This is an optimization exercise on Yosys and OpenROAD, whose aim is small area and a short achievable clock period, not a production implementation.
Function was checked by simulation only, so behaviour that the tests miss may differ from the original.
The flow treats the clock pin as an ideal source. Dropping or thinning the clock tree relies on that and would not hold on a real chip.
Power figures rest on the tool's default switching activity, not on a simulated workload.

run A:
Design Viterbi_Decoder, start of the top module:
module Viterbi_Decoder(
    input [1:0] encoded_signal,
    input clk,
    input reset,
    output wire decoded_signal
);
clock: 10.0 ns
lec_check: 0
cap_margin: 20
core_margin: 2
core_utilization: 40
place_density: 0.7
slew_margin: 20
synth_hierarchical: 1
synth_minimum_keep_size: 0
standard.sh (not shown) runs the stock make flow with config.mk's settings and CLKGATE_MAP_FILE= SYNTH_SCRIPT=/design/flow/synth_recipe.tcl, a recipe that flattens the netlist after the stock synthesis.
==> flow/flow/run.sh <==
#!/bin/bash
# The standard layout (the standard.sh: the standard synthesis and ORFS
# flow, unchanged constraints), with these knobs passed to ORFS:
# - port buffers of a normal buffer cell instead of the delay cell that
#   buffer_ports picks by default (every port still gets its buffer);
# - a setup margin, so that the resizer's repair works towards a shorter
#   period than the 10 ns constraint;
# - ABC's output load for the per-module mapping set to 1 fF, so that the
#   small gate-sized modules keep their x1 cells;
# - clock tree synthesis with the default options plus -dont_use_dummy_load.
# All tool output goes to make_finish.log and ORFS's own logs under orfs/.
set -euo pipefail
bash standard.sh \
  "POST_CTS_TCL=$PWD/flow/flat_clock.tcl" \
  "BUFFER_PORTS_ARGS=-buffer_cell sky130_fd_sc_hd__buf_2" \
  SETUP_SLACK_MARGIN=${MARGIN:-7.30} \
  ABC_LOAD_IN_FF=1 \
  "CTS_ARGS=-sink_clustering_enable -repair_clock_nets -dont_use_dummy_load" \
  finish > make_finish.log 2>&1
==> flow/flow/flat_clock.tcl <==
set block [ord::get_db_block]
set clkport_net [$block findNet clk]
set root ""
foreach it [$clkport_net getITerms] {
  if {[$it isInputSignal]} { set root [$it getInst] }
}
if {$root eq ""} { error "flat_clock: no root clock buffer" }
set rootin ""; set rootout ""
foreach it [$root getITerms] {
  if {[$it isInputSignal]} { set rootin $it }
  if {[$it isOutputSignal]} { set rootout [$it getNet] }
}
set leaves {}
set other 0
foreach it [$rootout getITerms] {
  set inst [$it getInst]
  if {$inst eq $root} continue
  if {[string match "sky130_fd_sc_hd__clkbuf*" [[$inst getMaster] getName]]} {
    lappend leaves $it
  } else {
    incr other
  }
}
puts "flat_clock: root [$root getName], [llength $leaves] leaf buffers, $other other sinks"
if {$other == 0 && [llength $leaves] > 0 && [llength $leaves] <= 4} {
  foreach it $leaves {
    $it disconnect
    $it connect $clkport_net
  }
  $rootin disconnect
  foreach it [$root getITerms] { if {[$it isOutputSignal]} { $it disconnect } }
  odb::dbInst_destroy $root
  odb::dbNet_destroy $rootout
  detailed_placement
  estimate_parasitics -placement
} else {
  puts "flat_clock: tree left as it is"
}
What run B does differently from run A at the input level:
# run A
export LEC_CHECK = 0
export CAP_MARGIN = 20
export CORE_MARGIN = 2
export CORE_UTILIZATION = 40
export PLACE_DENSITY = 0.7
export SLEW_MARGIN = 20
export SYNTH_HIERARCHICAL = 1
export SYNTH_MINIMUM_KEEP_SIZE = 0
create_clock -name core_clock -period 10.0 [get_ports {clk}]
# run B
export LEC_CHECK = 0
export CAP_MARGIN = 20
export CORE_MARGIN = 2
export CORE_UTILIZATION = 50
export PLACE_DENSITY = 0.7
export SLEW_MARGIN = 20
export SYNTH_HIERARCHICAL = 1
export SYNTH_MINIMUM_KEEP_SIZE = 0
create_clock -name core_clock -period 10.0 [get_ports {clk}]
==> flow/flow/run.sh <==
#!/bin/bash
# The standard layout (the standard.sh, unchanged synthesis), with two
# optimisation knobs: port buffers of a normal buffer cell instead of the
# delay cell buffer_ports picks by default, and a setup margin so that the
# resizer's repair works towards a shorter period than the 10 ns constraint.
# The constraints (constraint.sdc) are not changed.
set -euo pipefail
bash standard.sh \
  "BUFFER_PORTS_ARGS=-buffer_cell sky130_fd_sc_hd__buf_2" \
  SETUP_SLACK_MARGIN=${MARGIN:-7.2} \
  ABC_LOAD_IN_FF=1 \
  "CTS_ARGS=-sink_clustering_enable -repair_clock_nets -dont_use_dummy_load" \
  finish > make_finish.log 2>&1
removed: flow/flow/flat_clock.tcl
Notes after the runs:
- Run B has layout-stage area growth over the synthesis result below what run A had.
- Initial core utilization (higher): run B
- | clock edge transition at the registers on the reported setup and hold paths | run A vs run B | ≈ equal |
- In run B relative to run A, overall die height had gone down by more than 10%.
- On post-detailed-placement half-perimeter wirelength: run B sits above run A.
- On clock skew, run B and run A are neck and neck.
- The number of stages on the worst setup path reported for run B is smaller than that of run A by 4.
Setup changes, run B to run C
# run B
export LEC_CHECK = 0
export CAP_MARGIN = 20
export CORE_MARGIN = 2
export CORE_UTILIZATION = 50
export PLACE_DENSITY = 0.7
export SLEW_MARGIN = 20
export SYNTH_HIERARCHICAL = 1
export SYNTH_MINIMUM_KEEP_SIZE = 0
create_clock -name core_clock -period 10.0 [get_ports {clk}]
# run C
export LEC_CHECK = 0
export CAP_MARGIN = 20
export CORE_MARGIN = 2
export CORE_UTILIZATION = 40
export SLEW_MARGIN = 20
export SYNTH_HIERARCHICAL = 1
export SYNTH_MINIMUM_KEEP_SIZE = 0
create_clock -name core_clock -period 10.0 [get_ports {clk}]
## What came out
Run C vs run B — utilization dropped 9.0 points.
Of run B and run C, the run reporting the lower count of non-CTS buffers in the layout was run B.
Every stage of the flow completed for run C, and the final layout passed the timing, design-rule and antenna checks.
The number of gates resized after CTS number comes out lower for run C vs run B.
Changes in run D relative to run C:
# run C
export LEC_CHECK = 0
export CAP_MARGIN = 20
export CORE_MARGIN = 2
export CORE_UTILIZATION = 40
export SLEW_MARGIN = 20
export SYNTH_HIERARCHICAL = 1
export SYNTH_MINIMUM_KEEP_SIZE = 0
create_clock -name core_clock -period 10.0 [get_ports {clk}]
# run D
export LEC_CHECK = 0
export CAP_MARGIN = 20
export CORE_MARGIN = 2
export CORE_UTILIZATION = 50
export SLEW_MARGIN = 20
export SYNTH_HIERARCHICAL = 1
export SYNTH_MINIMUM_KEEP_SIZE = 0
create_clock -name core_clock -period 10.0 [get_ports {clk}]
Results
- Run D did not stop at any stage, and its layout met the timing, design-rule and antenna checks.
- Reported for run D and run C, number of port buffers turned out identical to the last digit.
- Diff run C -> run D | post-route standard cell area excluding fillers | down slightly
- In the tables for run D and run C, placer congestion estimate reads lower with run D.
- Cmp run D and run C / leakage dissipation / higher: run C
- Looking at wire length across both flows, run D is the weaker of the two, with run C ahead.
- Side by side, combinational cell fraction of total power turned out lower in run D than in run C.
- On shortest period the worst path allows, run D does better than run C.
- As far as number of H-tree levels goes, run D and run C are indistinguishable; the numbers are identical.

* * *

Viterbi_Decoder again, from the RTL that the note above started with.
## Viterbi_Decoder
module Viterbi_Decoder(
    input [1:0] encoded_signal,
    input clk,
    input reset,
    output wire decoded_signal
);
Settings: LEC_CHECK=0, CAP_MARGIN=20, CORE_MARGIN=2, CORE_UTILIZATION=40, GPL_TIMING_DRIVEN=0, SLEW_MARGIN=20, SYNTH_HIERARCHICAL=1, SYNTH_MINIMUM_KEEP_SIZE=0; clock period 10.0 ns.
==> flow/flow/run.sh <==
#!/bin/bash
# The standard layout (the standard.sh, unchanged synthesis), with two
# optimisation knobs: port buffers of a normal buffer cell instead of the
# delay cell buffer_ports picks by default, and a setup margin so that the
# resizer's repair works towards a shorter period than the 10 ns constraint.
# The constraints (constraint.sdc) are not changed.
set -euo pipefail
bash standard.sh \
  "BUFFER_PORTS_ARGS=-buffer_cell sky130_fd_sc_hd__buf_2" \
  SETUP_SLACK_MARGIN=${MARGIN:-7.2} \
  ABC_LOAD_IN_FF=1 \
  "CTS_ARGS=-sink_clustering_enable -repair_clock_nets -dont_use_dummy_load" \
  finish > make_finish.log 2>&1
The baseline passed the timing, design-rule and antenna checks.
Change:
==> flow/flow/run.sh (replaced) <==
#!/bin/bash
# The standard layout (the standard.sh: the standard synthesis and ORFS
# flow, unchanged constraints), with these knobs passed to ORFS:
# - port buffers of a normal buffer cell instead of the delay cell that
#   buffer_ports picks by default (every port still gets its buffer);
# - a setup margin, so that the resizer's repair works towards a shorter
#   period than the 10 ns constraint;
# - ABC's output load for the per-module mapping set to 1 fF, so that the
#   small gate-sized modules keep their x1 cells;
# - clock tree synthesis with the default options plus -dont_use_dummy_load.
# All tool output goes to make_finish.log and ORFS's own logs under orfs/.
set -euo pipefail
bash standard.sh \
  "POST_CTS_TCL=$PWD/flow/flat_clock.tcl" \
  "BUFFER_PORTS_ARGS=-buffer_cell sky130_fd_sc_hd__buf_2" \
  SETUP_SLACK_MARGIN=${MARGIN:-7.35} \
  ABC_LOAD_IN_FF=1 \
  "CTS_ARGS=-sink_clustering_enable -repair_clock_nets -dont_use_dummy_load" \
  finish > make_finish.log 2>&1
==> flow/flow/flat_clock.tcl (new file) <==
set block [ord::get_db_block]
set clkport_net [$block findNet clk]
set root ""
foreach it [$clkport_net getITerms] {
  if {[$it isInputSignal]} { set root [$it getInst] }
}
if {$root eq ""} { error "flat_clock: no root clock buffer" }
set rootin ""; set rootout ""
foreach it [$root getITerms] {
  if {[$it isInputSignal]} { set rootin $it }
  if {[$it isOutputSignal]} { set rootout [$it getNet] }
}
set leaves {}
set other 0
foreach it [$rootout getITerms] {
  set inst [$it getInst]
  if {$inst eq $root} continue
  if {[string match "sky130_fd_sc_hd__clkbuf*" [[$inst getMaster] getName]]} {
    lappend leaves $it
  } else {
    incr other
  }
}
puts "flat_clock: root [$root getName], [llength $leaves] leaf buffers, $other other sinks"
if {$other == 0 && [llength $leaves] > 0 && [llength $leaves] <= 4} {
  foreach it $leaves {
    $it disconnect
    $it connect $clkport_net
  }
  $rootin disconnect
  foreach it [$root getITerms] { if {[$it isOutputSignal]} { $it disconnect } }
  odb::dbInst_destroy $root
  odb::dbNet_destroy $rootout
  detailed_placement
  estimate_parasitics -placement
} else {
  puts "flat_clock: tree left as it is"
}
GPL_TIMING_DRIVEN = not set   (was 0)
PLACE_DENSITY = 0.7   (was not set)
Effect: Fmax came out higher by 1.4%; non-clock buffer count goes up by 10; final area is higher by 7.8%; routed wire length went up by 4.7%; worst setup slack gets better by 37 ps; global-route usage came out lower by 0.95 points; power stays flat; critical path depth is higher by 1; utilization went up by 3.6 points.
Change:
--- a/flow/flow/run.sh
+++ b/flow/flow/run.sh
@@ -12,7 +12,6 @@
 set -euo pipefail
 bash standard.sh \
-  "POST_CTS_TCL=$PWD/flow/flat_clock.tcl" \
   "BUFFER_PORTS_ARGS=-buffer_cell sky130_fd_sc_hd__buf_2" \
-  SETUP_SLACK_MARGIN=${MARGIN:-7.35} \
+  SETUP_SLACK_MARGIN=${MARGIN:-7.25} \
   ABC_LOAD_IN_FF=1 \
   "CTS_ARGS=-sink_clustering_enable -repair_clock_nets -dont_use_dummy_load" \
removed: flow/flow/flat_clock.tcl
=> Via count is lower by a few percent. Hold slack gains 8.8 ps. Register-to-register slack loses 110 ps. Non-clock buffer count is lower by 7. Sequential power stays flat. Global-route usage is higher by 0.51 points. Routed wire length is lower by a few percent. Final area is lower by a few percent. Critical path depth is lower by 4.
Change:
--- a/flow/flow/run.sh
+++ b/flow/flow/run.sh
@@ -13,5 +13,5 @@
 bash standard.sh \
   "BUFFER_PORTS_ARGS=-buffer_cell sky130_fd_sc_hd__buf_2" \
-  SETUP_SLACK_MARGIN=${MARGIN:-7.25} \
+  SETUP_SLACK_MARGIN=${MARGIN:-7.2} \
   ABC_LOAD_IN_FF=1 \
   "CTS_ARGS=-sink_clustering_enable -repair_clock_nets -dont_use_dummy_load" \
The changed run ran to the end with no violations.
Synthesized area is unchanged.
Critical path depth rises by 3.
Core utilization went down by 0.89 points.
First-iteration DRC count is higher by 7.3%.
Die area is unchanged.
Setup slack loses 7.2 ps.
Via count stays flat.
Register-to-register slack stays flat.
Non-clock buffer count is lower by 3.
Change:
--- a/flow/flow/run.sh
+++ b/flow/flow/run.sh
@@ -13,5 +13,5 @@
 bash standard.sh \
   "BUFFER_PORTS_ARGS=-buffer_cell sky130_fd_sc_hd__buf_2" \
-  SETUP_SLACK_MARGIN=${MARGIN:-7.2} \
+  SETUP_SLACK_MARGIN=${MARGIN:-7.15} \
   ABC_LOAD_IN_FF=1 \
   "CTS_ARGS=-sink_clustering_enable -repair_clock_nets -dont_use_dummy_load" \
What happened:
- The changed run ran to the end with no violations
- worst hold slack stays flat
- first-iteration DRC count rose by 3.9%
- via count fell by 0.64%
- clock skew is about the same
- power barely changes
- wire length fell by 0.44%
- flip-flop and latch count does not change
- sequential share of layout area is unchanged
- worst setup slack hardly moves
- die area stays the same
- area after synthesis does not change

-- static timing again, ports no longer ideal --
How much do the figures lean on ideal ports? The routed layouts below were timed once more, with nothing changed but the port constraints.
Step 1 sets driving cells, clkbuf_16 on the clock port and buf_2 on the other inputs (assumed; they add their load-dependent delay and slew).
Step 2 times the ports against the registers' clock, not the clock port: input delays grow and output delays shrink by t, the midpoint of the rising clock arrivals with the driver on.
Slacks: no drivers / after step 1 / after step 2; pairs: no drivers / after step 1.
| run | shift t [ns] | setup slack, ns | worst register clock-pin slew, ns | worst data-port slew with drivers (ns) |
|---|---|---|---|---|
| run A | 0.184 | 7.315 / 7.339 / 7.154 | 0.09 / 0.09 | 0.04 |
| run B | 0.321 | 7.249 / 7.226 / 7.004 | 0.09 / 0.09 | 0.03 |
| run C | 0.325 | 7.271 / 7.238 / 6.971 | 0.09 / 0.09 | 0.03 |
| run D | 0.317 | 7.275 / 7.247 / 6.998 | 0.09 / 0.09 | 0.02 |
| the first run of note 2 | 0.321 | 7.258 / 7.253 / 6.947 | 0.09 / 0.09 | 0.03 |
| the second run of note 2 | 0.187 | 7.295 / 7.269 / 7.082 | 0.09 / 0.09 | 0.10 |
| the third run of note 2 | 0.315 | 7.288 / 7.259 / 7.027 | 0.09 / 0.09 | 0.02 |
| the fourth run of note 2 | 0.309 | 7.280 / 7.257 / 6.978 | 0.09 / 0.09 | 0.03 |
| the fifth run of note 2 | 0.309 | 7.281 / 7.258 / 6.979 | 0.09 / 0.09 | 0.03 |
After both steps every run listed still meets setup and hold. For the first run of note 2, which loses most, drivers alone change the setup slack by -0.005 ns; drivers and shift together by -0.311 ns.
